Context: an optimization exercise on an open-source flow, tuned for small area and a short achievable clock period. The choices shown serve that exercise and are no tape-out recipe.
RTL that was checked went through simulation tests only; none was proved equivalent to the original.
No functional check of the RTL was part of run 1.

## flow/design.v (module list and top-level ports; edited modules follow where they fit)
// module csa_fa: 10 lines
// module csa_ha: 9 lines
// module FFT64: 4076 lines
module FFT64 #(
    parameter width = 16
) (
    input                           clk,
    input                           rst_n,
    input                           di_en,
    input       signed  [width-1:0] di_re,
    input       signed  [width-1:0] di_img,
    output reg                      do_en,
    output reg  signed  [width-1:0] do_re,
    output reg  signed  [width-1:0] do_img
);
  // ...
==> flow/flow/run.sh <==
#!/bin/bash
# Layout flow: the standard ORFS flow (standard.sh, unchanged synthesis)
# with these changes to how the layout is made:
#  - timing repair aims at 7.3 ns of setup slack (the clock stays 11 ns),
#  - the port buffers are plain buf_2 cells,
#  - clock-tree sinks are clustered in groups of up to 24 within 100 um.
# The whole output of the flow goes to standard.log in this folder.
bash standard.sh SETUP_SLACK_MARGIN=7.3 \
  "BUFFER_PORTS_ARGS=-buffer_cell sky130_fd_sc_hd__buf_2" \
  CTS_CLUSTER_SIZE=24 CTS_CLUSTER_DIAMETER=100 \
  finish > standard.log 2>&1
==> flow/standard.sh <==
#!/bin/bash
# synth_recipe.tcl (not shown) runs the flow's synth.tcl, then flattens the netlist and writes it again
# the make line also repeats each setting of config.mk as NAME=value (left out here)
make -C /OpenROAD-flow-scripts/flow DESIGN_CONFIG=/design/flow/config.mk WORK_HOME=/design/flow/orfs CLKGATE_MAP_FILE= SYNTH_SCRIPT=/design/flow/synth_recipe.tcl "${@:-finish}"
==> flow/config.mk <==
export PLATFORM = sky130hd
export DESIGN_NAME = FFT64
export DESIGN_NICKNAME = FFT64
export VERILOG_FILES = /design/flow/design.v
export SDC_FILE = /design/flow/constraint.sdc
export NUM_CORES = 8
export LEC_CHECK = 0
export CAP_MARGIN = 20
export CORE_MARGIN = 2
export CORE_UTILIZATION = 55
export SLEW_MARGIN = 20
export SYNTH_HIERARCHICAL = 1
export SYNTH_MINIMUM_KEEP_SIZE = 0
==> flow/constraint.sdc <==
create_clock -name core_clock -period 11.0 [get_ports {clk}]
set_input_delay 2.2000 -clock core_clock [delete_from_list [all_inputs] [get_ports {clk}]]
set_output_delay 2.2000 -clock core_clock [all_outputs]
set_load 0.01 [all_outputs]
==> impl_metrics.env, run 1 <==
export IMPL_max_freq_mhz=270
export IMPL_io_pins=68
export IMPL_portBuffers=67
export IMPL_top_regs="l1_im (512), l1_re (512)"
export IMPL_yosys_top_cells_area="dfxtp_1, fa_1, ha_1"
export IMPL_rows=179
export IMPL_critical_path_max_stage_delay_ns=0.70
export IMPL_drt_iter0_drc=4135
export IMPL_grt_busiest_layer="met2"
export IMPL_antenna_found_initial=12
export IMPL_most_common_layout_cells="dfxtp_1, xnor2_1, nand2_1, ha_1, nor2_1"
export IMPL_synth_edf_count=0
export IMPL_maxCapViolations=0
export IMPL_n_all_buffers=205
export IMPL_seq_cells=4091
export IMPL_final_util_pct=59.3
export IMPL_met3_usage_pct=2.75
export IMPL_rsz0062_at_grt="true"
export IMPL_crit_type="flop to flop"
export IMPL_outcome="complete, no violations"
export IMPL_fin_ws_ns=7.29
export IMPL_synthToLayoutAreaGrowth_pct=7.44
export IMPL_post_dp_hpwl_um=185000
export IMPL_wl_per_cell_um=20.4
==> run 2: changes to the inputs <==
--- a/flow/design.v
+++ b/flow/design.v
@@ -41,17 +41,17 @@
 reg  [15:0] l4_re [0:3];
 reg  [15:0] l4_im [0:3];
 reg  [15:0] o4_re, o4_im;
 reg  [15:0] l5_re [0:1];
 reg  [15:0] l5_im [0:1];
 reg  [15:0] o5_re, o5_im;
 reg  [15:0] l6_re [0:0];
 reg  [15:0] l6_im [0:0];
-wire [15:0] o6_re, o6_im;
+reg  [15:0] o6_re, o6_im;
 reg  [15:0] ba_re [0:30];
 reg  [15:0] ba_im [0:30];
 reg  [15:0] bb_re [0:13];
 reg  [15:0] bb_im [0:13];
 reg  [15:0] bc_re [0:3];
 reg  [15:0] bc_im [0:3];
 reg        started, f1;
 reg [5:0]  cnt;
@@ -62,17 +62,17 @@
         f1      <= 1'b0;
     end else begin
         started <= started | di_en;
         if (started) cnt <= cnt + 6'd1;
         if (started && cnt == 6'd63) f1 <= 1'b1;
     end
 end
 always @(posedge clk) begin
-    do_en <= rst_n & (do_en | (f1 && cnt == 6'd53));
+    do_en <= rst_n & (do_en | (f1 && cnt == 6'd54));
 end
 reg [15:0] in_re, in_img;
 always @(posedge clk) begin
     in_re  <= di_re;
     in_img <= di_img;
 end
 reg [5:0] c1, c2;
 always @(posedge clk or negedge rst_n) begin
@@ -107,63 +107,63 @@
 reg [4:0] wrx_two;
 reg [4:0] wrx_neg;
 reg [4:0] wix_one;
 reg [4:0] wix_two;
 reg [4:0] wix_neg;
 always @(*) begin
     case (c2)
         6'd0: selnx = 2'd1;   
-        6'd1: selnx = 2'd2;   
+        6'd1: selnx = 2'd1;   
         6'd2: selnx = 2'd2;   
         6'd3: selnx = 2'd2;   
         6'd4: selnx = 2'd2;   
         6'd5: selnx = 2'd2;   
         6'd6: selnx = 2'd2;   
         6'd7: selnx = 2'd2;   
         6'd8: selnx = 2'd2;   
         6'd9: selnx = 2'd2;   
         6'd10: selnx = 2'd2;   
         6'd11: selnx = 2'd2;   
         6'd12: selnx = 2'd2;   
         6'd13: selnx = 2'd2;   
         6'd14: selnx = 2'd2;   
         6'd15: selnx = 2'd2;   
-        6'd19: selnx = 2'd3;   
-        6'd20: selnx = 2'd3;   
-        6'd21: selnx = 2'd3;   
-        6'd22: selnx = 2'd3;   
-        6'd23: selnx = 2'd3;   
-        6'd24: selnx = 2'd3;   
-        6'd25: selnx = 2'd3;   
-        6'd26: selnx = 2'd3;   
-        6'd27: selnx = 2'd3;   
-        6'd28: selnx = 2'd3;   
-        6'd29: selnx = 2'd3;   
-        6'd30: selnx = 2'd3;   
-        6'd31: selnx = 2'd3;   
-        6'd32: selnx = 2'd3;   
-        6'd33: selnx = 2'd3;   
-        6'd34: selnx = 2'd1;   
-        6'd35: selnx = 2'd1;   
-        6'd36: selnx = 2'd1;   
-        6'd37: selnx = 2'd1;   
-        6'd38: selnx = 2'd1;   
-        6'd39: selnx = 2'd1;   
-        6'd40: selnx = 2'd1;   
-        6'd41: selnx = 2'd1;   
-        6'd42: selnx = 2'd1;   
-        6'd43: selnx = 2'd1;   
-        6'd44: selnx = 2'd1;   
-        6'd45: selnx = 2'd1;   
-        6'd46: selnx = 2'd1;   
-        6'd47: selnx = 2'd1;   
-        6'd48: selnx = 2'd1;   
-        6'd49: selnx = 2'd1;   
-        6'd50: selnx = 2'd1;   
+        6'd16: selnx = 2'd2;   
+        6'd17: selnx = 2'd2;   
+        6'd19: selnx = 2'd1;   
+        6'd20: selnx = 2'd1;   
+        6'd21: selnx = 2'd1;   
+        6'd22: selnx = 2'd1;   
+        6'd23: selnx = 2'd1;   
+        6'd24: selnx = 2'd1;   
+        6'd25: selnx = 2'd1;   
+        6'd26: selnx = 2'd1;   
+        6'd27: selnx = 2'd1;   
+        6'd28: selnx = 2'd1;   
+        6'd29: selnx = 2'd1;   
+        6'd30: selnx = 2'd1;   
+        6'd31: selnx = 2'd1;   
+        6'd32: selnx = 2'd1;   
+        6'd33: selnx = 2'd1;   
+        6'd34: selnx = 2'd3;   
+        6'd35: selnx = 2'd3;   
+        6'd36: selnx = 2'd3;   
+        6'd37: selnx = 2'd3;   
+        6'd38: selnx = 2'd3;   
+        6'd39: selnx = 2'd3;   
+        6'd40: selnx = 2'd3;   
+        6'd41: selnx = 2'd3;   
+        6'd42: selnx = 2'd3;   
+        6'd43: selnx = 2'd3;   
+        6'd44: selnx = 2'd3;   
+        6'd45: selnx = 2'd3;   
+        6'd46: selnx = 2'd3;   
+        6'd47: selnx = 2'd3;   
+        6'd48: selnx = 2'd3;   
         6'd51: selnx = 2'd1;   
         6'd52: selnx = 2'd1;   
         6'd53: selnx = 2'd1;   
         6'd54: selnx = 2'd1;   
         6'd55: selnx = 2'd1;   
         6'd56: selnx = 2'd1;   
         6'd57: selnx = 2'd1;   
         6'd58: selnx = 2'd1;   
@@ -172,32 +172,34 @@
         6'd61: selnx = 2'd1;   
         6'd62: selnx = 2'd1;   
         6'd63: selnx = 2'd1;   
         default: selnx = 2'd0;
     endcase
 end
 always @(*) begin
     case (c1)
-        6'd0: begin wrx_one = 5'h11; wrx_two = 5'h0; wrx_neg = 5'h10; wix_one = 5'h1; wix_two = 5'h6; wix_neg = 5'h5; end   
-        6'd1: begin wrx_one = 5'h13; wrx_two = 5'h0; wrx_neg = 5'h3; wix_one = 5'hc; wix_two = 5'h1; wix_neg = 5'h9; end   
-        6'd2: begin wrx_one = 5'h17; wrx_two = 5'h0; wrx_neg = 5'h6; wix_one = 5'h0; wix_two = 5'hd; wix_neg = 5'h9; end   
-        6'd3: begin wrx_one = 5'h1f; wrx_two = 5'h0; wrx_neg = 5'h8; wix_one = 5'h16; wix_two = 5'h9; wix_neg = 5'h15; end   
-        6'd4: begin wrx_one = 5'h1f; wrx_two = 5'h0; wrx_neg = 5'hc; wix_one = 5'h1f; wix_two = 5'h0; wix_neg = 5'h13; end   
-        6'd5: begin wrx_one = 5'h14; wrx_two = 5'h9; wrx_neg = 5'h9; wix_one = 5'h1f; wix_two = 5'h0; wix_neg = 5'h17; end   
-        6'd6: begin wrx_one = 5'h2; wrx_two = 5'hd; wrx_neg = 5'h5; wix_one = 5'h17; wix_two = 5'h0; wix_neg = 5'h11; end   
-        6'd7: begin wrx_one = 5'he; wrx_two = 5'h1; wrx_neg = 5'h5; wix_one = 5'h13; wix_two = 5'h0; wix_neg = 5'h10; end   
-        6'd8: begin wrx_one = 5'h0; wrx_two = 5'h0; wrx_neg = 5'h0; wix_one = 5'h10; wix_two = 5'h0; wix_neg = 5'h10; end   
-        6'd9: begin wrx_one = 5'hc; wrx_two = 5'h1; wrx_neg = 5'h9; wix_one = 5'h13; wix_two = 5'h0; wix_neg = 5'h10; end   
-        6'd10: begin wrx_one = 5'h0; wrx_two = 5'hd; wrx_neg = 5'h9; wix_one = 5'h17; wix_two = 5'h0; wix_neg = 5'h11; end   
-        6'd11: begin wrx_one = 5'h16; wrx_two = 5'h9; wrx_neg = 5'h15; wix_one = 5'h1f; wix_two = 5'h0; wix_neg = 5'h17; end   
-        6'd12: begin wrx_one = 5'h1f; wrx_two = 5'h0; wrx_neg = 5'h13; wix_one = 5'h1f; wix_two = 5'h0; wix_neg = 5'h13; end   
-        6'd13: begin wrx_one = 5'h1f; wrx_two = 5'h0; wrx_neg = 5'h17; wix_one = 5'h16; wix_two = 5'h9; wix_neg = 5'h15; end   
+        6'd0: begin wrx_one = 5'h17; wrx_two = 5'h0; wrx_neg = 5'h11; wix_one = 5'h0; wix_two = 5'hd; wix_neg = 5'h9; end   
+        6'd1: begin wrx_one = 5'h13; wrx_two = 5'h0; wrx_neg = 5'h10; wix_one = 5'hc; wix_two = 5'h1; wix_neg = 5'h9; end   
+        6'd2: begin wrx_one = 5'h0; wrx_two = 5'h0; wrx_neg = 5'h0; wix_one = 5'h10; wix_two = 5'h0; wix_neg = 5'h10; end   
+        6'd3: begin wrx_one = 5'h1; wrx_two = 5'h6; wrx_neg = 5'h5; wix_one = 5'h11; wix_two = 5'h0; wix_neg = 5'h10; end   
+        6'd4: begin wrx_one = 5'hc; wrx_two = 5'h1; wrx_neg = 5'h9; wix_one = 5'h13; wix_two = 5'h0; wix_neg = 5'h10; end   
+        6'd5: begin wrx_one = 5'hc; wrx_two = 5'h3; wrx_neg = 5'hd; wix_one = 5'h17; wix_two = 5'h0; wix_neg = 5'h13; end   
+        6'd6: begin wrx_one = 5'h0; wrx_two = 5'hd; wrx_neg = 5'h9; wix_one = 5'h17; wix_two = 5'h0; wix_neg = 5'h11; end   
+        6'd7: begin wrx_one = 5'h1; wrx_two = 5'ha; wrx_neg = 5'h9; wix_one = 5'h10; wix_two = 5'h5; wix_neg = 5'h11; end   
+        6'd8: begin wrx_one = 5'h16; wrx_two = 5'h9; wrx_neg = 5'h15; wix_one = 5'h1f; wix_two = 5'h0; wix_neg = 5'h17; end   
+        6'd9: begin wrx_one = 5'h18; wrx_two = 5'h5; wrx_neg = 5'h11; wix_one = 5'h1a; wix_two = 5'h1; wix_neg = 5'h13; end   
+        6'd10: begin wrx_one = 5'h1f; wrx_two = 5'h0; wrx_neg = 5'h13; wix_one = 5'h1f; wix_two = 5'h0; wix_neg = 5'h13; end   
+        6'd11: begin wrx_one = 5'h1a; wrx_two = 5'h1; wrx_neg = 5'h13; wix_one = 5'h18; wix_two = 5'h5; wix_neg = 5'h11; end   
+        6'd12: begin wrx_one = 5'h1f; wrx_two = 5'h0; wrx_neg = 5'h17; wix_one = 5'h16; wix_two = 5'h9; wix_neg = 5'h15; end   
+        6'd13: begin wrx_one = 5'h10; wrx_two = 5'h5; wrx_neg = 5'h11; wix_one = 5'h1; wix_two = 5'ha; wix_neg = 5'h9; end   
         6'd14: begin wrx_one = 5'h17; wrx_two = 5'h0; wrx_neg = 5'h11; wix_one = 5'h0; wix_two = 5'hd; wix_neg = 5'h9; end   
-        6'd15: begin wrx_one = 5'h13; wrx_two = 5'h0; wrx_neg = 5'h10; wix_one = 5'hc; wix_two = 5'h1; wix_neg = 5'h9; end   
+        6'd15: begin wrx_one = 5'h17; wrx_two = 5'h0; wrx_neg = 5'h13; wix_one = 5'hc; wix_two = 5'h3; wix_neg = 5'hd; end   
+        6'd16: begin wrx_one = 5'h13; wrx_two = 5'h0; wrx_neg = 5'h10; wix_one = 5'hc; wix_two = 5'h1; wix_neg = 5'h9; end   
+        6'd17: begin wrx_one = 5'h11; wrx_two = 5'h0; wrx_neg = 5'h10; wix_one = 5'h1; wix_two = 5'h6; wix_neg = 5'h5; end   
         6'd19: begin wrx_one = 5'h13; wrx_two = 5'h0; wrx_neg = 5'h3; wix_one = 5'hc; wix_two = 5'h1; wix_neg = 5'h9; end   
         6'd20: begin wrx_one = 5'h17; wrx_two = 5'h0; wrx_neg = 5'h6; wix_one = 5'h0; wix_two = 5'hd; wix_neg = 5'h9; end   
         6'd21: begin wrx_one = 5'h1f; wrx_two = 5'h0; wrx_neg = 5'h8; wix_one = 5'h16; wix_two = 5'h9; wix_neg = 5'h15; end   
         6'd22: begin wrx_one = 5'h1f; wrx_two = 5'h0; wrx_neg = 5'hc; wix_one = 5'h1f; wix_two = 5'h0; wix_neg = 5'h13; end   
         6'd23: begin wrx_one = 5'h14; wrx_two = 5'h9; wrx_neg = 5'h9; wix_one = 5'h1f; wix_two = 5'h0; wix_neg = 5'h17; end   
         6'd24: begin wrx_one = 5'h2; wrx_two = 5'hd; wrx_neg = 5'h5; wix_one = 5'h17; wix_two = 5'h0; wix_neg = 5'h11; end   
         6'd25: begin wrx_one = 5'he; wrx_two = 5'h1; wrx_neg = 5'h5; wix_one = 5'h13; wix_two = 5'h0; wix_neg = 5'h10; end   
         6'd26: begin wrx_one = 5'h0; wrx_two = 5'h0; wrx_neg = 5'h0; wix_one = 5'h10; wix_two = 5'h0; wix_neg = 5'h10; end   
@@ -218,173 +220,171 @@
         6'd41: begin wrx_one = 5'h1f; wrx_two = 5'h0; wrx_neg = 5'hc; wix_one = 5'h1f; wix_two = 5'h0; wix_neg = 5'h13; end   
         6'd42: begin wrx_one = 5'h1a; wrx_two = 5'h5; wrx_neg = 5'hd; wix_one = 5'h1a; wix_two = 5'h1; wix_neg = 5'h13; end   
         6'd43: begin wrx_one = 5'h14; wrx_two = 5'h9; wrx_neg = 5'h9; wix_one = 5'h1f; wix_two = 5'h0; wix_neg = 5'h17; end   
         6'd44: begin wrx_one = 5'h1; wrx_two = 5'ha; wrx_neg = 5'h2; wix_one = 5'h10; wix_two = 5'h5; wix_neg = 5'h11; end   
         6'd45: begin wrx_one = 5'h2; wrx_two = 5'hd; wrx_neg = 5'h5; wix_one = 5'h17; wix_two = 5'h0; wix_neg = 5'h11; end   
         6'd46: begin wrx_one = 5'he; wrx_two = 5'h1; wrx_neg = 5'h3; wix_one = 5'h17; wix_two = 5'h0; wix_neg = 5'h13; end   
         6'd47: begin wrx_one = 5'he; wrx_two = 5'h1; wrx_neg = 5'h5; wix_one = 5'h13; wix_two = 5'h0; wix_neg = 5'h10; end   
         6'd48: begin wrx_one = 5'h1; wrx_two = 5'h6; wrx_neg = 5'h2; wix_one = 5'h11; wix_two = 5'h0; wix_neg = 5'h10; end   
-        6'd49: begin wrx_one = 5'h0; wrx_two = 5'h0; wrx_neg = 5'h0; wix_one = 5'h10; wix_two = 5'h0; wix_neg = 5'h10; end   
-        6'd50: begin wrx_one = 5'h1; wrx_two = 5'h6; wrx_neg = 5'h5; wix_one = 5'h11; wix_two = 5'h0; wix_neg = 5'h10; end   
-        6'd51: begin wrx_one = 5'hc; wrx_two = 5'h1; wrx_neg = 5'h9; wix_one = 5'h13; wix_two = 5'h0; wix_neg = 5'h10; end   
-        6'd52: begin wrx_one = 5'hc; wrx_two = 5'h3; wrx_neg = 5'hd; wix_one = 5'h17; wix_two = 5'h0; wix_neg = 5'h13; end   
-        6'd53: begin wrx_one = 5'h0; wrx_two = 5'hd; wrx_neg = 5'h9; wix_one = 5'h17; wix_two = 5'h0; wix_neg = 5'h11; end   
-        6'd54: begin wrx_one = 5'h1; wrx_two = 5'ha; wrx_neg = 5'h9; wix_one = 5'h10; wix_two = 5'h5; wix_neg = 5'h11; end   
-        6'd55: begin wrx_one = 5'h16; wrx_two = 5'h9; wrx_neg = 5'h15; wix_one = 5'h1f; wix_two = 5'h0; wix_neg = 5'h17; end   
-        6'd56: begin wrx_one = 5'h18; wrx_two = 5'h5; wrx_neg = 5'h11; wix_one = 5'h1a; wix_two = 5'h1; wix_neg = 5'h13; end   
-        6'd57: begin wrx_one = 5'h1f; wrx_two = 5'h0; wrx_neg = 5'h13; wix_one = 5'h1f; wix_two = 5'h0; wix_neg = 5'h13; end   
-        6'd58: begin wrx_one = 5'h1a; wrx_two = 5'h1; wrx_neg = 5'h13; wix_one = 5'h18; wix_two = 5'h5; wix_neg = 5'h11; end   
-        6'd59: begin wrx_one = 5'h1f; wrx_two = 5'h0; wrx_neg = 5'h17; wix_one = 5'h16; wix_two = 5'h9; wix_neg = 5'h15; end   
-        6'd60: begin wrx_one = 5'h10; wrx_two = 5'h5; wrx_neg = 5'h11; wix_one = 5'h1; wix_two = 5'ha; wix_neg = 5'h9; end   
-        6'd61: begin wrx_one = 5'h17; wrx_two = 5'h0; wrx_neg = 5'h11; wix_one = 5'h0; wix_two = 5'hd; wix_neg = 5'h9; end   
-        6'd62: begin wrx_one = 5'h17; wrx_two = 5'h0; wrx_neg = 5'h13; wix_one = 5'hc; wix_two = 5'h3; wix_neg = 5'hd; end   
-        6'd63: begin wrx_one = 5'h13; wrx_two = 5'h0; wrx_neg = 5'h10; wix_one = 5'hc; wix_two = 5'h1; wix_neg = 5'h9; end   
+        6'd51: begin wrx_one = 5'h13; wrx_two = 5'h0; wrx_neg = 5'h3; wix_one = 5'hc; wix_two = 5'h1; wix_neg = 5'h9; end   
+        6'd52: begin wrx_one = 5'h17; wrx_two = 5'h0; wrx_neg = 5'h6; wix_one = 5'h0; wix_two = 5'hd; wix_neg = 5'h9; end   
+        6'd53: begin wrx_one = 5'h1f; wrx_two = 5'h0; wrx_neg = 5'h8; wix_one = 5'h16; wix_two = 5'h9; wix_neg = 5'h15; end   
+        6'd54: begin wrx_one = 5'h1f; wrx_two = 5'h0; wrx_neg = 5'hc; wix_one = 5'h1f; wix_two = 5'h0; wix_neg = 5'h13; end   
+        6'd55: begin wrx_one = 5'h14; wrx_two = 5'h9; wrx_neg = 5'h9; wix_one = 5'h1f; wix_two = 5'h0; wix_neg = 5'h17; end   
+        6'd56: begin wrx_one = 5'h2; wrx_two = 5'hd; wrx_neg = 5'h5; wix_one = 5'h17; wix_two = 5'h0; wix_neg = 5'h11; end   
+        6'd57: begin wrx_one = 5'he; wrx_two = 5'h1; wrx_neg = 5'h5; wix_one = 5'h13; wix_two = 5'h0; wix_neg = 5'h10; end   
+        6'd58: begin wrx_one = 5'h0; wrx_two = 5'h0; wrx_neg = 5'h0; wix_one = 5'h10; wix_two = 5'h0; wix_neg = 5'h10; end   
+        6'd59: begin wrx_one = 5'hc; wrx_two = 5'h1; wrx_neg = 5'h9; wix_one = 5'h13; wix_two = 5'h0; wix_neg = 5'h10; end   
+        6'd60: begin wrx_one = 5'h0; wrx_two = 5'hd; wrx_neg = 5'h9; wix_one = 5'h17; wix_two = 5'h0; wix_neg = 5'h11; end   
+        6'd61: begin wrx_one = 5'h16; wrx_two = 5'h9; wrx_neg = 5'h15; wix_one = 5'h1f; wix_two = 5'h0; wix_neg = 5'h17; end   
+        6'd62: begin wrx_one = 5'h1f; wrx_two = 5'h0; wrx_neg = 5'h13; wix_one = 5'h1f; wix_two = 5'h0; wix_neg = 5'h13; end   
+        6'd63: begin wrx_one = 5'h1f; wrx_two = 5'h0; wrx_neg = 5'h17; wix_one = 5'h16; wix_two = 5'h9; wix_neg = 5'h15; end   
         default: begin wrx_one = 5'h0; wrx_two = 5'h0; wrx_neg = 5'h0; wix_one = 5'h0; wix_two = 5'h0; wix_neg = 5'h0; end
     endcase
 end
 always @(posedge clk) begin
     selx <= selnx;
 end
 reg [1:0] sely;
 reg [1:0] selny;
 reg [4:0] wry_one;
 reg [4:0] wry_two;
 reg [4:0] wry_neg;
 reg [4:0] wiy_one;
 reg [4:0] wiy_two;
 reg [4:0] wiy_neg;
 always @(*) begin
     case (c2)
-        6'd0: selny = 2'd1;   
         6'd1: selny = 2'd1;   
         6'd2: selny = 2'd1;   
-        6'd3: selny = 2'd2;   
+        6'd3: selny = 2'd1;   
         6'd4: selny = 2'd2;   
         6'd5: selny = 2'd2;   
-        6'd9: selny = 2'd3;   
-        6'd10: selny = 2'd3;   
-        6'd11: selny = 2'd3;   
-        6'd12: selny = 2'd1;   
-        6'd13: selny = 2'd1;   
-        6'd14: selny = 2'd1;   
-        6'd15: selny = 2'd1;   
-        6'd16: selny = 2'd1;   
+        6'd6: selny = 2'd2;   
+        6'd7: selny = 2'd2;   
+        6'd9: selny = 2'd1;   
+        6'd10: selny = 2'd1;   
+        6'd11: selny = 2'd1;   
+        6'd12: selny = 2'd3;   
+        6'd13: selny = 2'd3;   
+        6'd14: selny = 2'd3;   
         6'd17: selny = 2'd1;   
         6'd18: selny = 2'd1;   
-        6'd19: selny = 2'd2;   
+        6'd19: selny = 2'd1;   
         6'd20: selny = 2'd2;   
         6'd21: selny = 2'd2;   
-        6'd25: selny = 2'd3;   
-        6'd26: selny = 2'd3;   
-        6'd27: selny = 2'd3;   
-        6'd28: selny = 2'd1;   
-        6'd29: selny = 2'd1;   
-        6'd30: selny = 2'd1;   
-        6'd31: selny = 2'd1;   
-        6'd32: selny = 2'd1;   
+        6'd22: selny = 2'd2;   
+        6'd23: selny = 2'd2;   
+        6'd25: selny = 2'd1;   
+        6'd26: selny = 2'd1;   
+        6'd27: selny = 2'd1;   
+        6'd28: selny = 2'd3;   
+        6'd29: selny = 2'd3;   
+        6'd30: selny = 2'd3;   
         6'd33: selny = 2'd1;   
         6'd34: selny = 2'd1;   
-        6'd35: selny = 2'd2;   
+        6'd35: selny = 2'd1;   
         6'd36: selny = 2'd2;   
         6'd37: selny = 2'd2;   
-        6'd41: selny = 2'd3;   
-        6'd42: selny = 2'd3;   
-        6'd43: selny = 2'd3;   
-        6'd44: selny = 2'd1;   
-        6'd45: selny = 2'd1;   
-        6'd46: selny = 2'd1;   
-        6'd47: selny = 2'd1;   
-        6'd48: selny = 2'd1;   
+        6'd38: selny = 2'd2;   
+        6'd39: selny = 2'd2;   
+        6'd41: selny = 2'd1;   
+        6'd42: selny = 2'd1;   
+        6'd43: selny = 2'd1;   
+        6'd44: selny = 2'd3;   
+        6'd45: selny = 2'd3;   
+        6'd46: selny = 2'd3;   
         6'd49: selny = 2'd1;   
         6'd50: selny = 2'd1;   
-        6'd51: selny = 2'd2;   
+        6'd51: selny = 2'd1;   
         6'd52: selny = 2'd2;   
         6'd53: selny = 2'd2;   
-        6'd57: selny = 2'd3;   
-        6'd58: selny = 2'd3;   
-        6'd59: selny = 2'd3;   
-        6'd60: selny = 2'd1;   
-        6'd61: selny = 2'd1;   
-        6'd62: selny = 2'd1;   
-        6'd63: selny = 2'd1;   
+        6'd54: selny = 2'd2;   
+        6'd55: selny = 2'd2;   
+        6'd57: selny = 2'd1;   
+        6'd58: selny = 2'd1;   
+        6'd59: selny = 2'd1;   
+        6'd60: selny = 2'd3;   
+        6'd61: selny = 2'd3;   
+        6'd62: selny = 2'd3;   
         default: selny = 2'd0;
     endcase
 end
 always @(*) begin
     case (c1)
-        6'd0: begin wry_one = 5'h0; wry_two = 5'hd; wry_neg = 5'h9; wiy_one = 5'h17; wiy_two = 5'h0; wiy_neg = 5'h11; end   
-        6'd1: begin wry_one = 5'h1f; wry_two = 5'h0; wry_neg = 5'h13; wiy_one = 5'h1f; wiy_two = 5'h0; wiy_neg = 5'h13; end   
-        6'd2: begin wry_one = 5'h17; wry_two = 5'h0; wry_neg = 5'h11; wiy_one = 5'h0; wiy_two = 5'hd; wiy_neg = 5'h9; end   
-        6'd3: begin wry_one = 5'h1f; wry_two = 5'h0; wry_neg = 5'hc; wiy_one = 5'h1f; wiy_two = 5'h0; wiy_neg = 5'h13; end   
+        6'd1: begin wry_one = 5'h1f; wry_two = 5'h0; wry_neg = 5'hc; wiy_one = 5'h1f; wiy_two = 5'h0; wiy_neg = 5'h13; end   
+        6'd2: begin wry_one = 5'h0; wry_two = 5'h0; wry_neg = 5'h0; wiy_one = 5'h10; wiy_two = 5'h0; wiy_neg = 5'h10; end   
+        6'd3: begin wry_one = 5'h1f; wry_two = 5'h0; wry_neg = 5'h13; wiy_one = 5'h1f; wiy_two = 5'h0; wiy_neg = 5'h13; end   
         6'd4: begin wry_one = 5'h0; wry_two = 5'h0; wry_neg = 5'h0; wiy_one = 5'h10; wiy_two = 5'h0; wiy_neg = 5'h10; end   
-        6'd5: begin wry_one = 5'h1f; wry_two = 5'h0; wry_neg = 5'h13; wiy_one = 5'h1f; wiy_two = 5'h0; wiy_neg = 5'h13; end   
+        6'd5: begin wry_one = 5'h0; wry_two = 5'hd; wry_neg = 5'h9; wiy_one = 5'h17; wiy_two = 5'h0; wiy_neg = 5'h11; end   
+        6'd6: begin wry_one = 5'h1f; wry_two = 5'h0; wry_neg = 5'h13; wiy_one = 5'h1f; wiy_two = 5'h0; wiy_neg = 5'h13; end   
+        6'd7: begin wry_one = 5'h17; wry_two = 5'h0; wry_neg = 5'h11; wiy_one = 5'h0; wiy_two = 5'hd; wiy_neg = 5'h9; end   
         6'd9: begin wry_one = 5'h1f; wry_two = 5'h0; wry_neg = 5'hc; wiy_one = 5'h1f; wiy_two = 5'h0; wiy_neg = 5'h13; end   
         6'd10: begin wry_one = 5'h0; wry_two = 5'h0; wry_neg = 5'h0; wiy_one = 5'h10; wiy_two = 5'h0; wiy_neg = 5'h10; end   
         6'd11: begin wry_one = 5'h1f; wry_two = 5'h0; wry_neg = 5'h13; wiy_one = 5'h1f; wiy_two = 5'h0; wiy_neg = 5'h13; end   
         6'd12: begin wry_one = 5'h17; wry_two = 5'h0; wry_neg = 5'h6; wiy_one = 5'h0; wiy_two = 5'hd; wiy_neg = 5'h9; end   
         6'd13: begin wry_one = 5'h1f; wry_two = 5'h0; wry_neg = 5'hc; wiy_one = 5'h1f; wiy_two = 5'h0; wiy_neg = 5'h13; end   
         6'd14: begin wry_one = 5'h2; wry_two = 5'hd; wry_neg = 5'h5; wiy_one = 5'h17; wiy_two = 5'h0; wiy_neg = 5'h11; end   
-        6'd15: begin wry_one = 5'h0; wry_two = 5'h0; wry_neg = 5'h0; wiy_one = 5'h10; wiy_two = 5'h0; wiy_neg = 5'h10; end   
-        6'd16: begin wry_one = 5'h0; wry_two = 5'hd; wry_neg = 5'h9; wiy_one = 5'h17; wiy_two = 5'h0; wiy_neg = 5'h11; end   
-        6'd17: begin wry_one = 5'h1f; wry_two = 5'h0; wry_neg = 5'h13; wiy_one = 5'h1f; wiy_two = 5'h0; wiy_neg = 5'h13; end   
-        6'd18: begin wry_one = 5'h17; wry_two = 5'h0; wry_neg = 5'h11; wiy_one = 5'h0; wiy_two = 5'hd; wiy_neg = 5'h9; end   
-        6'd19: begin wry_one = 5'h1f; wry_two = 5'h0; wry_neg = 5'hc; wiy_one = 5'h1f; wiy_two = 5'h0; wiy_neg = 5'h13; end   
+        6'd17: begin wry_one = 5'h1f; wry_two = 5'h0; wry_neg = 5'hc; wiy_one = 5'h1f; wiy_two = 5'h0; wiy_neg = 5'h13; end   
+        6'd18: begin wry_one = 5'h0; wry_two = 5'h0; wry_neg = 5'h0; wiy_one = 5'h10; wiy_two = 5'h0; wiy_neg = 5'h10; end   
+        6'd19: begin wry_one = 5'h1f; wry_two = 5'h0; wry_neg = 5'h13; wiy_one = 5'h1f; wiy_two = 5'h0; wiy_neg = 5'h13; end   
         6'd20: begin wry_one = 5'h0; wry_two = 5'h0; wry_neg = 5'h0; wiy_one = 5'h10; wiy_two = 5'h0; wiy_neg = 5'h10; end   
-        6'd21: begin wry_one = 5'h1f; wry_two = 5'h0; wry_neg = 5'h13; wiy_one = 5'h1f; wiy_two = 5'h0; wiy_neg = 5'h13; end   
+        6'd21: begin wry_one = 5'h0; wry_two = 5'hd; wry_neg = 5'h9; wiy_one = 5'h17; wiy_two = 5'h0; wiy_neg = 5'h11; end   
+        6'd22: begin wry_one = 5'h1f; wry_two = 5'h0; wry_neg = 5'h13; wiy_one = 5'h1f; wiy_two = 5'h0; wiy_neg = 5'h13; end   
+        6'd23: begin wry_one = 5'h17; wry_two = 5'h0; wry_neg = 5'h11; wiy_one = 5'h0; wiy_two = 5'hd; wiy_neg = 5'h9; end   
         6'd25: begin wry_one = 5'h1f; wry_two = 5'h0; wry_neg = 5'hc; wiy_one = 5'h1f; wiy_two = 5'h0; wiy_neg = 5'h13; end   
         6'd26: begin wry_one = 5'h0; wry_two = 5'h0; wry_neg = 5'h0; wiy_one = 5'h10; wiy_two = 5'h0; wiy_neg = 5'h10; end   
         6'd27: begin wry_one = 5'h1f; wry_two = 5'h0; wry_neg = 5'h13; wiy_one = 5'h1f; wiy_two = 5'h0; wiy_neg = 5'h13; end   
         6'd28: begin wry_one = 5'h17; wry_two = 5'h0; wry_neg = 5'h6; wiy_one = 5'h0; wiy_two = 5'hd; wiy_neg = 5'h9; end   
         6'd29: begin wry_one = 5'h1f; wry_two = 5'h0; wry_neg = 5'hc; wiy_one = 5'h1f; wiy_two = 5'h0; wiy_neg = 5'h13; end   
         6'd30: begin wry_one = 5'h2; wry_two = 5'hd; wry_neg = 5'h5; wiy_one = 5'h17; wiy_two = 5'h0; wiy_neg = 5'h11; end   
-        6'd31: begin wry_one = 5'h0; wry_two = 5'h0; wry_neg = 5'h0; wiy_one = 5'h10; wiy_two = 5'h0; wiy_neg = 5'h10; end   
-        6'd32: begin wry_one = 5'h0; wry_two = 5'hd; wry_neg = 5'h9; wiy_one = 5'h17; wiy_two = 5'h0; wiy_neg = 5'h11; end   
-        6'd33: begin wry_one = 5'h1f; wry_two = 5'h0; wry_neg = 5'h13; wiy_one = 5'h1f; wiy_two = 5'h0; wiy_neg = 5'h13; end   
-        6'd34: begin wry_one = 5'h17; wry_two = 5'h0; wry_neg = 5'h11; wiy_one = 5'h0; wiy_two = 5'hd; wiy_neg = 5'h9; end   
-        6'd35: begin wry_one = 5'h1f; wry_two = 5'h0; wry_neg = 5'hc; wiy_one = 5'h1f; wiy_two = 5'h0; wiy_neg = 5'h13; end   
+        6'd33: begin wry_one = 5'h1f; wry_two = 5'h0; wry_neg = 5'hc; wiy_one = 5'h1f; wiy_two = 5'h0; wiy_neg = 5'h13; end   
+        6'd34: begin wry_one = 5'h0; wry_two = 5'h0; wry_neg = 5'h0; wiy_one = 5'h10; wiy_two = 5'h0; wiy_neg = 5'h10; end   
+        6'd35: begin wry_one = 5'h1f; wry_two = 5'h0; wry_neg = 5'h13; wiy_one = 5'h1f; wiy_two = 5'h0; wiy_neg = 5'h13; end   
         6'd36: begin wry_one = 5'h0; wry_two = 5'h0; wry_neg = 5'h0; wiy_one = 5'h10; wiy_two = 5'h0; wiy_neg = 5'h10; end   
-        6'd37: begin wry_one = 5'h1f; wry_two = 5'h0; wry_neg = 5'h13; wiy_one = 5'h1f; wiy_two = 5'h0; wiy_neg = 5'h13; end   
+        6'd37: begin wry_one = 5'h0; wry_two = 5'hd; wry_neg = 5'h9; wiy_one = 5'h17; wiy_two = 5'h0; wiy_neg = 5'h11; end   
+        6'd38: begin wry_one = 5'h1f; wry_two = 5'h0; wry_neg = 5'h13; wiy_one = 5'h1f; wiy_two = 5'h0; wiy_neg = 5'h13; end   
+        6'd39: begin wry_one = 5'h17; wry_two = 5'h0; wry_neg = 5'h11; wiy_one = 5'h0; wiy_two = 5'hd; wiy_neg = 5'h9; end   
         6'd41: begin wry_one = 5'h1f; wry_two = 5'h0; wry_neg = 5'hc; wiy_one = 5'h1f; wiy_two = 5'h0; wiy_neg = 5'h13; end   
         6'd42: begin wry_one = 5'h0; wry_two = 5'h0; wry_neg = 5'h0; wiy_one = 5'h10; wiy_two = 5'h0; wiy_neg = 5'h10; end   
         6'd43: begin wry_one = 5'h1f; wry_two = 5'h0; wry_neg = 5'h13; wiy_one = 5'h1f; wiy_two = 5'h0; wiy_neg = 5'h13; end   
         6'd44: begin wry_one = 5'h17; wry_two = 5'h0; wry_neg = 5'h6; wiy_one = 5'h0; wiy_two = 5'hd; wiy_neg = 5'h9; end   
         6'd45: begin wry_one = 5'h1f; wry_two = 5'h0; wry_neg = 5'hc; wiy_one = 5'h1f; wiy_two = 5'h0; wiy_neg = 5'h13; end   
         6'd46: begin wry_one = 5'h2; wry_two = 5'hd; wry_neg = 5'h5; wiy_one = 5'h17; wiy_two = 5'h0; wiy_neg = 5'h11; end   
-        6'd47: begin wry_one = 5'h0; wry_two = 5'h0; wry_neg = 5'h0; wiy_one = 5'h10; wiy_two = 5'h0; wiy_neg = 5'h10; end   
-        6'd48: begin wry_one = 5'h0; wry_two = 5'hd; wry_neg = 5'h9; wiy_one = 5'h17; wiy_two = 5'h0; wiy_neg = 5'h11; end   
-        6'd49: begin wry_one = 5'h1f; wry_two = 5'h0; wry_neg = 5'h13; wiy_one = 5'h1f; wiy_two = 5'h0; wiy_neg = 5'h13; end   
-        6'd50: begin wry_one = 5'h17; wry_two = 5'h0; wry_neg = 5'h11; wiy_one = 5'h0; wiy_two = 5'hd; wiy_neg = 5'h9; end   
-        6'd51: begin wry_one = 5'h1f; wry_two = 5'h0; wry_neg = 5'hc; wiy_one = 5'h1f; wiy_two = 5'h0; wiy_neg = 5'h13; end   
+        6'd49: begin wry_one = 5'h1f; wry_two = 5'h0; wry_neg = 5'hc; wiy_one = 5'h1f; wiy_two = 5'h0; wiy_neg = 5'h13; end   
+        6'd50: begin wry_one = 5'h0; wry_two = 5'h0; wry_neg = 5'h0; wiy_one = 5'h10; wiy_two = 5'h0; wiy_neg = 5'h10; end   
+        6'd51: begin wry_one = 5'h1f; wry_two = 5'h0; wry_neg = 5'h13; wiy_one = 5'h1f; wiy_two = 5'h0; wiy_neg = 5'h13; end   
         6'd52: begin wry_one = 5'h0; wry_two = 5'h0; wry_neg = 5'h0; wiy_one = 5'h10; wiy_two = 5'h0; wiy_neg = 5'h10; end   
-        6'd53: begin wry_one = 5'h1f; wry_two = 5'h0; wry_neg = 5'h13; wiy_one = 5'h1f; wiy_two = 5'h0; wiy_neg = 5'h13; end   
+        6'd53: begin wry_one = 5'h0; wry_two = 5'hd; wry_neg = 5'h9; wiy_one = 5'h17; wiy_two = 5'h0; wiy_neg = 5'h11; end   
+        6'd54: begin wry_one = 5'h1f; wry_two = 5'h0; wry_neg = 5'h13; wiy_one = 5'h1f; wiy_two = 5'h0; wiy_neg = 5'h13; end   
+        6'd55: begin wry_one = 5'h17; wry_two = 5'h0; wry_neg = 5'h11; wiy_one = 5'h0; wiy_two = 5'hd; wiy_neg = 5'h9; end   
         6'd57: begin wry_one = 5'h1f; wry_two = 5'h0; wry_neg = 5'hc; wiy_one = 5'h1f; wiy_two = 5'h0; wiy_neg = 5'h13; end   
         6'd58: begin wry_one = 5'h0; wry_two = 5'h0; wry_neg = 5'h0; wiy_one = 5'h10; wiy_two = 5'h0; wiy_neg = 5'h10; end   
         6'd59: begin wry_one = 5'h1f; wry_two = 5'h0; wry_neg = 5'h13; wiy_one = 5'h1f; wiy_two = 5'h0; wiy_neg = 5'h13; end   
         6'd60: begin wry_one = 5'h17; wry_two = 5'h0; wry_neg = 5'h6; wiy_one = 5'h0; wiy_two = 5'hd; wiy_neg = 5'h9; end   
         6'd61: begin wry_one = 5'h1f; wry_two = 5'h0; wry_neg = 5'hc; wiy_one = 5'h1f; wiy_two = 5'h0; wiy_neg = 5'h13; end   
         6'd62: begin wry_one = 5'h2; wry_two = 5'hd; wry_neg = 5'h5; wiy_one = 5'h17; wiy_two = 5'h0; wiy_neg = 5'h11; end   
-        6'd63: begin wry_one = 5'h0; wry_two = 5'h0; wry_neg = 5'h0; wiy_one = 5'h10; wiy_two = 5'h0; wiy_neg = 5'h10; end   
         default: begin wry_one = 5'h0; wry_two = 5'h0; wry_neg = 5'h0; wiy_one = 5'h0; wiy_two = 5'h0; wiy_neg = 5'h0; end
     endcase
 end
 always @(posedge clk) begin
     sely <= selny;
 end
 reg [15:0] ax_re, ax_im;
 reg [4:0] rx_one;
 reg [4:0] rx_two;
 reg [4:0] rx_neg;
 reg [4:0] ix_one;
 reg [4:0] ix_two;
 reg [4:0] ix_neg;
 reg [1:0]  selx_q, selx_qq;
 always @(posedge clk) begin
-    ax_re <= (selx == 2'd1) ? dif1_re : (selx == 2'd2) ? l2_re[13] : dif2_re;
-    ax_im <= (selx == 2'd1) ? dif1_im : (selx == 2'd2) ? l2_im[13] : dif2_im;
+    ax_re <= (selx == 2'd1) ? dif2_re : (selx == 2'd2) ? l1_re[16] : dif1_re;
+    ax_im <= (selx == 2'd1) ? dif2_im : (selx == 2'd2) ? l1_im[16] : dif1_im;
     rx_one <= wrx_one;
     rx_two <= wrx_two;
     rx_neg <= wrx_neg;
     ix_one <= wix_one;
     ix_two <= wix_two;
     ix_neg <= wix_neg;
     selx_q <= selx;
     selx_qq <= selx_q;
@@ -393,18 +393,18 @@
 reg [4:0] ry_one;
 reg [4:0] ry_two;
 reg [4:0] ry_neg;
 reg [4:0] iy_one;
 reg [4:0] iy_two;
 reg [4:0] iy_neg;
 reg [1:0]  sely_q, sely_qq;
 always @(posedge clk) begin
-    ay_re <= (sely == 2'd1) ? dif3_re : (sely == 2'd2) ? l4_re[1] : dif4_re;
-    ay_im <= (sely == 2'd1) ? dif3_im : (sely == 2'd2) ? l4_im[1] : dif4_im;
+    ay_re <= (sely == 2'd1) ? dif4_re : (sely == 2'd2) ? l3_re[4] : dif3_re;
+    ay_im <= (sely == 2'd1) ? dif4_im : (sely == 2'd2) ? l3_im[4] : dif3_im;
     ry_one <= wry_one;
     ry_two <= wry_two;
     ry_neg <= wry_neg;
     iy_one <= wiy_one;
     iy_two <= wiy_two;
     iy_neg <= wiy_neg;
     sely_q <= sely;
     sely_qq <= sely_q;
@@ -2617,67 +2617,67 @@
 wire g1953 = (bp1852[11] & l1_im[31][11]) | (~bp1852[11] & g1935);
 wire p1954 = ~bp1852[11] & p1936;
 wire g1955 = (bp1852[13] & l1_im[31][13]) | (~bp1852[13] & g1941);
 wire p1956 = ~bp1852[13] & p1942;
 wire [15:0] dif1_im = ~bp1852 ^ {g1933, g1955, g1941, g1953, g1935, g1951, g1939, g1949, g1929, g1947, g1937, g1945, g1921, g1943, g1905, 1'b1};
 always @(posedge clk) begin
     l1_re[0] <= p2_1 ? dif1_re : in_re;
     l1_re[1] <= l1_re[0];
-    l1_re[2] <= (selx_qq == 2'd1) ? mx_re : l1_re[1];
+    l1_re[2] <= (selx_qq == 2'd3) ? mx_re : l1_re[1];
     l1_re[3] <= l1_re[2];
     l1_re[4] <= l1_re[3];
     l1_re[5] <= l1_re[4];
     l1_re[6] <= l1_re[5];
     l1_re[7] <= l1_re[6];
     l1_re[8] <= l1_re[7];
     l1_re[9] <= l1_re[8];
     l1_re[10] <= l1_re[9];
     l1_re[11] <= l1_re[10];
     l1_re[12] <= l1_re[11];
     l1_re[13] <= l1_re[12];
     l1_re[14] <= l1_re[13];
     l1_re[15] <= l1_re[14];
     l1_re[16] <= l1_re[15];
     l1_re[17] <= l1_re[16];
     l1_re[18] <= l1_re[17];
-    l1_re[19] <= l1_re[18];
+    l1_re[19] <= (selx_qq == 2'd2) ? mx_re : l1_re[18];
     l1_re[20] <= l1_re[19];
     l1_re[21] <= l1_re[20];
     l1_re[22] <= l1_re[21];
     l1_re[23] <= l1_re[22];
     l1_re[24] <= l1_re[23];
     l1_re[25] <= l1_re[24];
     l1_re[26] <= l1_re[25];
     l1_re[27] <= l1_re[26];
     l1_re[28] <= l1_re[27];
     l1_re[29] <= l1_re[28];
     l1_re[30] <= l1_re[29];
     l1_re[31] <= l1_re[30];
     o1_re <= p2_1 ? sum1_re : l1_re[31];
     l1_im[0] <= p2_1 ? dif1_im : in_img;
     l1_im[1] <= l1_im[0];
-    l1_im[2] <= (selx_qq == 2'd1) ? mx_im : l1_im[1];
+    l1_im[2] <= (selx_qq == 2'd3) ? mx_im : l1_im[1];
     l1_im[3] <= l1_im[2];
     l1_im[4] <= l1_im[3];
     l1_im[5] <= l1_im[4];
     l1_im[6] <= l1_im[5];
     l1_im[7] <= l1_im[6];
     l1_im[8] <= l1_im[7];
     l1_im[9] <= l1_im[8];
     l1_im[10] <= l1_im[9];
     l1_im[11] <= l1_im[10];
     l1_im[12] <= l1_im[11];
     l1_im[13] <= l1_im[12];
     l1_im[14] <= l1_im[13];
     l1_im[15] <= l1_im[14];
     l1_im[16] <= l1_im[15];
     l1_im[17] <= l1_im[16];
     l1_im[18] <= l1_im[17];
-    l1_im[19] <= l1_im[18];
+    l1_im[19] <= (selx_qq == 2'd2) ? mx_im : l1_im[18];
     l1_im[20] <= l1_im[19];
     l1_im[21] <= l1_im[20];
     l1_im[22] <= l1_im[21];
     l1_im[23] <= l1_im[22];
     l1_im[24] <= l1_im[23];
     l1_im[25] <= l1_im[24];
     l1_im[26] <= l1_im[25];
     l1_im[27] <= l1_im[26];
@@ -2931,48 +2931,48 @@
 wire g2165 = (bp2064[11] & l2_im[15][11]) | (~bp2064[11] & g2147);
 wire p2166 = ~bp2064[11] & p2148;
 wire g2167 = (bp2064[13] & l2_im[15][13]) | (~bp2064[13] & g2153);
 wire p2168 = ~bp2064[13] & p2154;
 wire [15:0] dif2_im = ~bp2064 ^ {g2145, g2167, g2153, g2165, g2147, g2163, g2151, g2161, g2141, g2159, g2149, g2157, g2133, g2155, g2117, 1'b1};
 always @(posedge clk) begin
     l2_re[0] <= p2_2 ? dif2_re : o1_re;
     l2_re[1] <= l2_re[0];
-    l2_re[2] <= (selx_qq == 2'd3) ? mx_re : l2_re[1];
+    l2_re[2] <= (selx_qq == 2'd1) ? mx_re : l2_re[1];
     l2_re[3] <= l2_re[2];
     l2_re[4] <= l2_re[3];
     l2_re[5] <= l2_re[4];
     l2_re[6] <= l2_re[5];
     l2_re[7] <= l2_re[6];
     l2_re[8] <= l2_re[7];
     l2_re[9] <= l2_re[8];
     l2_re[10] <= l2_re[9];
     l2_re[11] <= l2_re[10];
     l2_re[12] <= l2_re[11];
     l2_re[13] <= l2_re[12];
     l2_re[14] <= l2_re[13];
     l2_re[15] <= l2_re[14];
-    o2_re <= p2_2 ? sum2_re : (selx_qq == 2'd2) ? mx_re : l2_re[15];
+    o2_re <= p2_2 ? sum2_re : l2_re[15];
     l2_im[0] <= p2_2 ? dif2_im : o1_im;
     l2_im[1] <= l2_im[0];
-    l2_im[2] <= (selx_qq == 2'd3) ? mx_im : l2_im[1];
+    l2_im[2] <= (selx_qq == 2'd1) ? mx_im : l2_im[1];
     l2_im[3] <= l2_im[2];
     l2_im[4] <= l2_im[3];
     l2_im[5] <= l2_im[4];
     l2_im[6] <= l2_im[5];
     l2_im[7] <= l2_im[6];
     l2_im[8] <= l2_im[7];
     l2_im[9] <= l2_im[8];
     l2_im[10] <= l2_im[9];
     l2_im[11] <= l2_im[10];
     l2_im[12] <= l2_im[11];
     l2_im[13] <= l2_im[12];
     l2_im[14] <= l2_im[13];
     l2_im[15] <= l2_im[14];
-    o2_im <= p2_2 ? sum2_im : (selx_qq == 2'd2) ? mx_im : l2_im[15];
+    o2_im <= p2_2 ? sum2_im : l2_im[15];
 end
 wire [15:0] bg2169, bp2170;
 csa_ha u_bg2169_0 (.a(l3_re[7][0]), .b(o2_re[0]), .s(bp2170[0]), .co(bg2169[0]));
 csa_ha u_bg2169_1 (.a(l3_re[7][1]), .b(o2_re[1]), .s(bp2170[1]), .co(bg2169[1]));
 csa_ha u_bg2169_2 (.a(l3_re[7][2]), .b(o2_re[2]), .s(bp2170[2]), .co(bg2169[2]));
 csa_ha u_bg2169_3 (.a(l3_re[7][3]), .b(o2_re[3]), .s(bp2170[3]), .co(bg2169[3]));
 csa_ha u_bg2169_4 (.a(l3_re[7][4]), .b(o2_re[4]), .s(bp2170[4]), .co(bg2169[4]));
 csa_ha u_bg2169_5 (.a(l3_re[7][5]), .b(o2_re[5]), .s(bp2170[5]), .co(bg2169[5]));
@@ -3213,31 +3213,31 @@
 wire g2377 = (bp2276[11] & l3_im[7][11]) | (~bp2276[11] & g2359);
 wire p2378 = ~bp2276[11] & p2360;
 wire g2379 = (bp2276[13] & l3_im[7][13]) | (~bp2276[13] & g2365);
 wire p2380 = ~bp2276[13] & p2366;
 wire [15:0] dif3_im = ~bp2276 ^ {g2357, g2379, g2365, g2377, g2359, g2375, g2363, g2373, g2353, g2371, g2361, g2369, g2345, g2367, g2329, 1'b1};
 always @(posedge clk) begin
     l3_re[0] <= p2_3 ? dif3_re : o2_re;
     l3_re[1] <= l3_re[0];
-    l3_re[2] <= (sely_qq == 2'd1) ? my_re : l3_re[1];
+    l3_re[2] <= (sely_qq == 2'd3) ? my_re : l3_re[1];
     l3_re[3] <= l3_re[2];
     l3_re[4] <= l3_re[3];
     l3_re[5] <= l3_re[4];
     l3_re[6] <= l3_re[5];
-    l3_re[7] <= l3_re[6];
+    l3_re[7] <= (sely_qq == 2'd2) ? my_re : l3_re[6];
     o3_re <= p2_3 ? sum3_re : l3_re[7];
     l3_im[0] <= p2_3 ? dif3_im : o2_im;
     l3_im[1] <= l3_im[0];
-    l3_im[2] <= (sely_qq == 2'd1) ? my_im : l3_im[1];
+    l3_im[2] <= (sely_qq == 2'd3) ? my_im : l3_im[1];
     l3_im[3] <= l3_im[2];
     l3_im[4] <= l3_im[3];
     l3_im[5] <= l3_im[4];
     l3_im[6] <= l3_im[5];
-    l3_im[7] <= l3_im[6];
+    l3_im[7] <= (sely_qq == 2'd2) ? my_im : l3_im[6];
     o3_im <= p2_3 ? sum3_im : l3_im[7];
 end
 wire [15:0] bg2381, bp2382;
 csa_ha u_bg2381_0 (.a(l4_re[3][0]), .b(o3_re[0]), .s(bp2382[0]), .co(bg2381[0]));
 csa_ha u_bg2381_1 (.a(l4_re[3][1]), .b(o3_re[1]), .s(bp2382[1]), .co(bg2381[1]));
 csa_ha u_bg2381_2 (.a(l4_re[3][2]), .b(o3_re[2]), .s(bp2382[2]), .co(bg2381[2]));
 csa_ha u_bg2381_3 (.a(l4_re[3][3]), .b(o3_re[3]), .s(bp2382[3]), .co(bg2381[3]));
 csa_ha u_bg2381_4 (.a(l4_re[3][4]), .b(o3_re[4]), .s(bp2382[4]), .co(bg2381[4]));
@@ -3479,24 +3479,24 @@
 wire g2589 = (bp2488[11] & l4_im[3][11]) | (~bp2488[11] & g2571);
 wire p2590 = ~bp2488[11] & p2572;
 wire g2591 = (bp2488[13] & l4_im[3][13]) | (~bp2488[13] & g2577);
 wire p2592 = ~bp2488[13] & p2578;
 wire [15:0] dif4_im = ~bp2488 ^ {g2569, g2591, g2577, g2589, g2571, g2587, g2575, g2585, g2565, g2583, g2573, g2581, g2557, g2579, g2541, 1'b1};
 always @(posedge clk) begin
     l4_re[0] <= p2_4 ? dif4_re : o3_re;
     l4_re[1] <= l4_re[0];
-    l4_re[2] <= (sely_qq == 2'd3) ? my_re : l4_re[1];
+    l4_re[2] <= (sely_qq == 2'd1) ? my_re : l4_re[1];
     l4_re[3] <= l4_re[2];
-    o4_re <= p2_4 ? sum4_re : (sely_qq == 2'd2) ? my_re : l4_re[3];
+    o4_re <= p2_4 ? sum4_re : l4_re[3];
     l4_im[0] <= p2_4 ? dif4_im : o3_im;
     l4_im[1] <= l4_im[0];
-    l4_im[2] <= (sely_qq == 2'd3) ? my_im : l4_im[1];
+    l4_im[2] <= (sely_qq == 2'd1) ? my_im : l4_im[1];
     l4_im[3] <= l4_im[2];
-    o4_im <= p2_4 ? sum4_im : (sely_qq == 2'd2) ? my_im : l4_im[3];
+    o4_im <= p2_4 ? sum4_im : l4_im[3];
 end
 wire [15:0] bg2593, bp2594;
 csa_ha u_bg2593_0 (.a(l5_re[1][0]), .b(o4_re[0]), .s(bp2594[0]), .co(bg2593[0]));
 csa_ha u_bg2593_1 (.a(l5_re[1][1]), .b(o4_re[1]), .s(bp2594[1]), .co(bg2593[1]));
 csa_ha u_bg2593_2 (.a(l5_re[1][2]), .b(o4_re[2]), .s(bp2594[2]), .co(bg2593[2]));
 csa_ha u_bg2593_3 (.a(l5_re[1][3]), .b(o4_re[3]), .s(bp2594[3]), .co(bg2593[3]));
 csa_ha u_bg2593_4 (.a(l5_re[1][4]), .b(o4_re[4]), .s(bp2594[4]), .co(bg2593[4]));
 csa_ha u_bg2593_5 (.a(l5_re[1][5]), .b(o4_re[5]), .s(bp2594[5]), .co(bg2593[5]));
@@ -4045,23 +4045,23 @@
 wire p3066 = ~bp2966[9] & p3054;
 wire g3067 = (bp2966[11] & l6_im[0][11]) | (~bp2966[11] & g3049);
 wire p3068 = ~bp2966[11] & p3050;
 wire g3069 = (bp2966[13] & l6_im[0][13]) | (~bp2966[13] & g3055);
 wire p3070 = ~bp2966[13] & p3056;
 wire [15:0] dif6_im = ~bp2966 ^ {g3047, g3069, g3055, g3067, g3049, g3065, g3053, g3063, g3043, g3061, g3051, g3059, g3035, g3057, g3019, 1'b1};
 always @(posedge clk) begin
     l6_re[0] <= p2_6 ? dif6_re : o5_re;
+    o6_re <= p2_6 ? sum6_re : l6_re[0];
     l6_im[0] <= p2_6 ? dif6_im : o5_im;
+    o6_im <= p2_6 ? sum6_im : l6_im[0];
 end
-assign o6_re = p2_6 ? sum6_re : l6_re[0];
-assign o6_im = p2_6 ? sum6_im : l6_im[0];
-wire [5:0] ua = cnx - 6'd4;
-wire [5:0] ub = cnx - 6'd35;
-wire [5:0] uc = cnx - 6'd49;
+wire [5:0] ua = cnx - 6'd5;
+wire [5:0] ub = cnx - 6'd36;
+wire [5:0] uc = cnx - 6'd50;
 reg sa, sb, sc;
 always @(posedge clk) begin
     sa <= ua[5] & ~ua[0];
     sb <= ub[4] & ~ub[1];
     sc <= uc[3] & ~uc[2];
 end
 wire [15:0] ra_re = sa ? o6_re : ba_re[30];
 wire [15:0] ra_im = sa ? o6_im : ba_im[30];
==> run 2 against run 1 <==
  * Design area up 0.20%
  * Non-clock buffer count decreased by 40
  * Critical path depth fell by 4
  * Largest cell class unchanged
==> impl_metrics.env, run 2 <==
export IMPL_post_dp_hpwl_um=183000
export IMPL_grt_pass1_vias=70500
export IMPL_drt_iter0_drc=4558
export IMPL_synth_mux_area_share_pct=4.42
export IMPL_cts_tree="yes"
export IMPL_synth_xor_area_share_pct=5.16
export IMPL_grt_usage_pct=22.0
export IMPL_synth_top_area_share_pct=62.4
export IMPL_antenna_left=0
export IMPL_crit_chain="buf_4, xnor2_1, fa_1, fa_1, fa_1, fa_1, fa_1"
export IMPL_wl_per_cell_um=20.1
export IMPL_synth_async_reset_ratio_pct=0.485
export IMPL_period_needed_ns=3.64
export IMPL_start_util_pct=55.4
export IMPL_cp_slowest_cell="fa_1"
export IMPL_yosysTopAreaCell="dfxtp_1"
export IMPL_portBuffers=67
export IMPL_gp_congestion=0.856
export IMPL_synth_compound_area_share_pct=7.52
export IMPL_grt_pass1_wl_um=415000
export IMPL_cts_sinks=4123
export IMPL_final_util_pct=59.2
export IMPL_ys_ff_latch=4123
export IMPL_crit_buf_inv=1
export IMPL_hp_class="flop to flop"
export IMPL_yosys_warnings=61
export IMPL_synth_top_family_by_area="adder cells"
export IMPL_layout_drive_gt1_share_pct=9.37
export IMPL_synth_edf_count=0
export IMPL_place_inst=13100
export IMPL_grt_overflow_total=0
export IMPL_clockBufferDepth=3
export IMPL_top_regs="l1_im (512), l1_re (512)"
export IMPL_ys_types=79
export IMPL_core_area_um2=238000
export IMPL_crit_path_start_kind="flop"
export IMPL_drc=0
export IMPL_yosysMostFrequentCell="dfxtp_1"
export IMPL_required_ns=11.74
export IMPL_crit_top_cell="fa_1"
export IMPL_io_pins=68
export IMPL_path_max_fanout=33
export IMPL_final_common_cell="dfxtp_1"
export IMPL_grt_max_degree=80
export IMPL_rsz0062_at_grt="true"
export IMPL_syn_cell_area_um2=132000
export IMPL_antenna_found_initial=13
export IMPL_holdWs_ns=0.289
export IMPL_rows=179
export IMPL_finClkSkew_ns=0.0555
export IMPL_clk_latency_ns=0.89
export IMPL_fp_dieW_um=493
export IMPL_outcome="complete, no violations"
export IMPL_critical_path_max_stage_delay_ns=0.61
export IMPL_crit_type="flop to flop"
export IMPL_drt_total_wl_um=268000
export IMPL_cts_hold_fix_buffers=0
export IMPL_cp_top_family="adder cells"
export IMPL_die_h_um=493
export IMPL_drtPass1Iterations=6
export IMPL_syn_avg_cell_area_um2=12.8
export IMPL_synth_cells=10300
export IMPL_finalCritPeriodShare_pct=33.1
export IMPL_numCtsBuffers=195
export IMPL_synthToLayoutAreaGrowth_pct=6.95
export IMPL_clk_pin_slew_worst_paths_ns=0.09
export IMPL_end_kind="flop"
export IMPL_crit_arrival_ns=4.38
export IMPL_htree_levels=4
export IMPL_maxCapViolations=0
export IMPL_root_buffer="clkbuf_16"
export IMPL_die_area_um2=243000
export IMPL_slew_viol_final=0
export IMPL_yosysSeqAreaShare_pct=62.8
export IMPL_synth_common_cells="dfxtp_1, nand2_1, xnor2_1"
export IMPL_most_common_layout_cells="dfxtp_1, nand2_1, xnor2_1, ha_1, fa_1"
export IMPL_setup_viol=0
export IMPL_yosys_area_share_simple_pct=5.21
export IMPL_hold_viol_final=0
export IMPL_final_cells=13300
export IMPL_relSlewSlack_pct=25.1
export IMPL_fin_nets=11200
export IMPL_max_freq_mhz=275
export IMPL_synthAdderAreaFrac_pct=12.7
export IMPL_synthFlopType="dfxtp_1"
export IMPL_viasPerCell=5.21
export IMPL_worstMarginPinSlew_ns=1.11
export IMPL_num_vias=69600
export IMPL_fin_setup_tns_ns=0
export IMPL_yosys_top_cells_area="dfxtp_1, fa_1, ha_1"
## run 2: changes by cell type after synthesis, moves of 18 or more
cell      previous run  this run
nor3_1              77        51
xor2_1             187       163
dfxtp_1           4071      4103
a211oi_1            61        25
inv_1              180       246
nand2b_1           103        72
nor2_1             552       455
a21o_1              85        67
nand2_1            573       623
a21oi_1            353       292
mux2_2             336       354
o21ai_0            359       442
or3_1               35        55
## run 2: layer usage
metal | share of wire [%] | vias up | GRT usage (%)
li1 | - | 33700 | -
met1 | 45 | 34000 | 29.3
met2 | 47 | 1455 | 36.6
met3 | 3.8 | 464 | 2.79
met4 | 3.8 | 0 | 8.14
met5 | 0 | - | 0
## run 2: cell families after synthesis
| logic type | count (synthesis) |
|---|---|
| flops | 4123 |
| simple gates | 1532 |
| compound gates | 1503 |
| fa+ha+maj | 1056 |
| buf+inv | 778 |
| xor+xnor | 776 |
| mux | 537 |
| other cells | 1 |
## run 2: worst register-to-register path, stage by stage (launching register included)
cell and delay, ns:
dfxtp_2 0.32, buf_4 0.49, xnor2_1 0.30, fa_1 0.61, fa_1 0.46, fa_1 0.40, fa_1 0.52, fa_1 0.41
## run 2: metrics by stage
stage / instance area [um^2] / setup WS [ns]
2_1_floorplan: 132000 / 7.33
4_1_cts: 141000 / 7.30
5_1_grt: 141000 / 7.28
3_5_place_dp: 135000 / 6.71
3_3_place_gp: 135000 / 6.65
6_report: 141000 / 7.36
## run 2: path summary, 6_finish.rpt
kind / from / depth (start not counted) / slack (ns) / end
max in group asynchronous: rst_n / 1 / 9.34 / c2[0]$_DFF_PN1_
min reg2reg: l1_im[26][6]$_DFF_P_ / 0 / 0.29 / l1_im[27][6]$_DFF_P_
min: l1_im[26][6]$_DFF_P_ / 0 / 0.29 / l1_im[27][6]$_DFF_P_
max reg2reg: ry_neg[0]$_DFF_P_ / 7 / 7.36 / my_re_b5$_DFF_P_
min in group asynchronous: rst_n / 1 / 1.28 / cnt[4]$_DFFE_PN0P_
max: ry_neg[0]$_DFF_P_ / 7 / 7.36 / my_re_b5$_DFF_P_
## run 2: per-module statistics from Yosys, one instance, submodules excluded
module | copies in the design | cells inside
FFT64 | 1 | 9426
csa_fa | 468 | 1
csa_ha | 412 | 1
## run 2: final cells by class
type                    instances  area [um^2]
diodes                          4         10.0
clock buffers                 207         4980
clock inverters                26          527
fillers                     19000        97000
inverters                     250          945
multi-input cells            5406        46300
flip-flops and latches       4123        82800
well taps                    3167         3960
repair buffers                165         1350
## run 2: repair_timing
item | CTS | global route
gates resized for setup | 78 | 47
pin swaps | 9 | 14
setup endpoints to repair | 152 | 71
buffers inserted | 9 | 1
gates cloned | 2 | 3

[separate check: timing with driven ports]
How much do the figures lean on ideal ports? The routed layouts below were timed once more, with nothing changed but the port constraints. Step 1, drivers: a clkbuf_16 drives clk and a buf_2 each remaining input, both assumed. Step 2 times the ports against the registers' clock, not the clock port: input delays grow and output delays shrink by t, the midpoint of the rising clock arrivals with the driver on. Slacks: no drivers / after step 1 / after step 2; pairs: no drivers / after step 1.
| run | t, ns | slack for setup (ns) | latest minus earliest clock arrival (ns) | pins driven straight from the clock port |
|---|---|---|---|---|
| run 1 | 0.954 | 7.295 / 7.295 / 7.295 | 0.074 / 0.074 | 1 |
| run 2 | 0.960 | 7.362 / 7.323 / 7.362 | 0.057 / 0.057 | 1 |
After both steps every run listed still meets setup and hold.
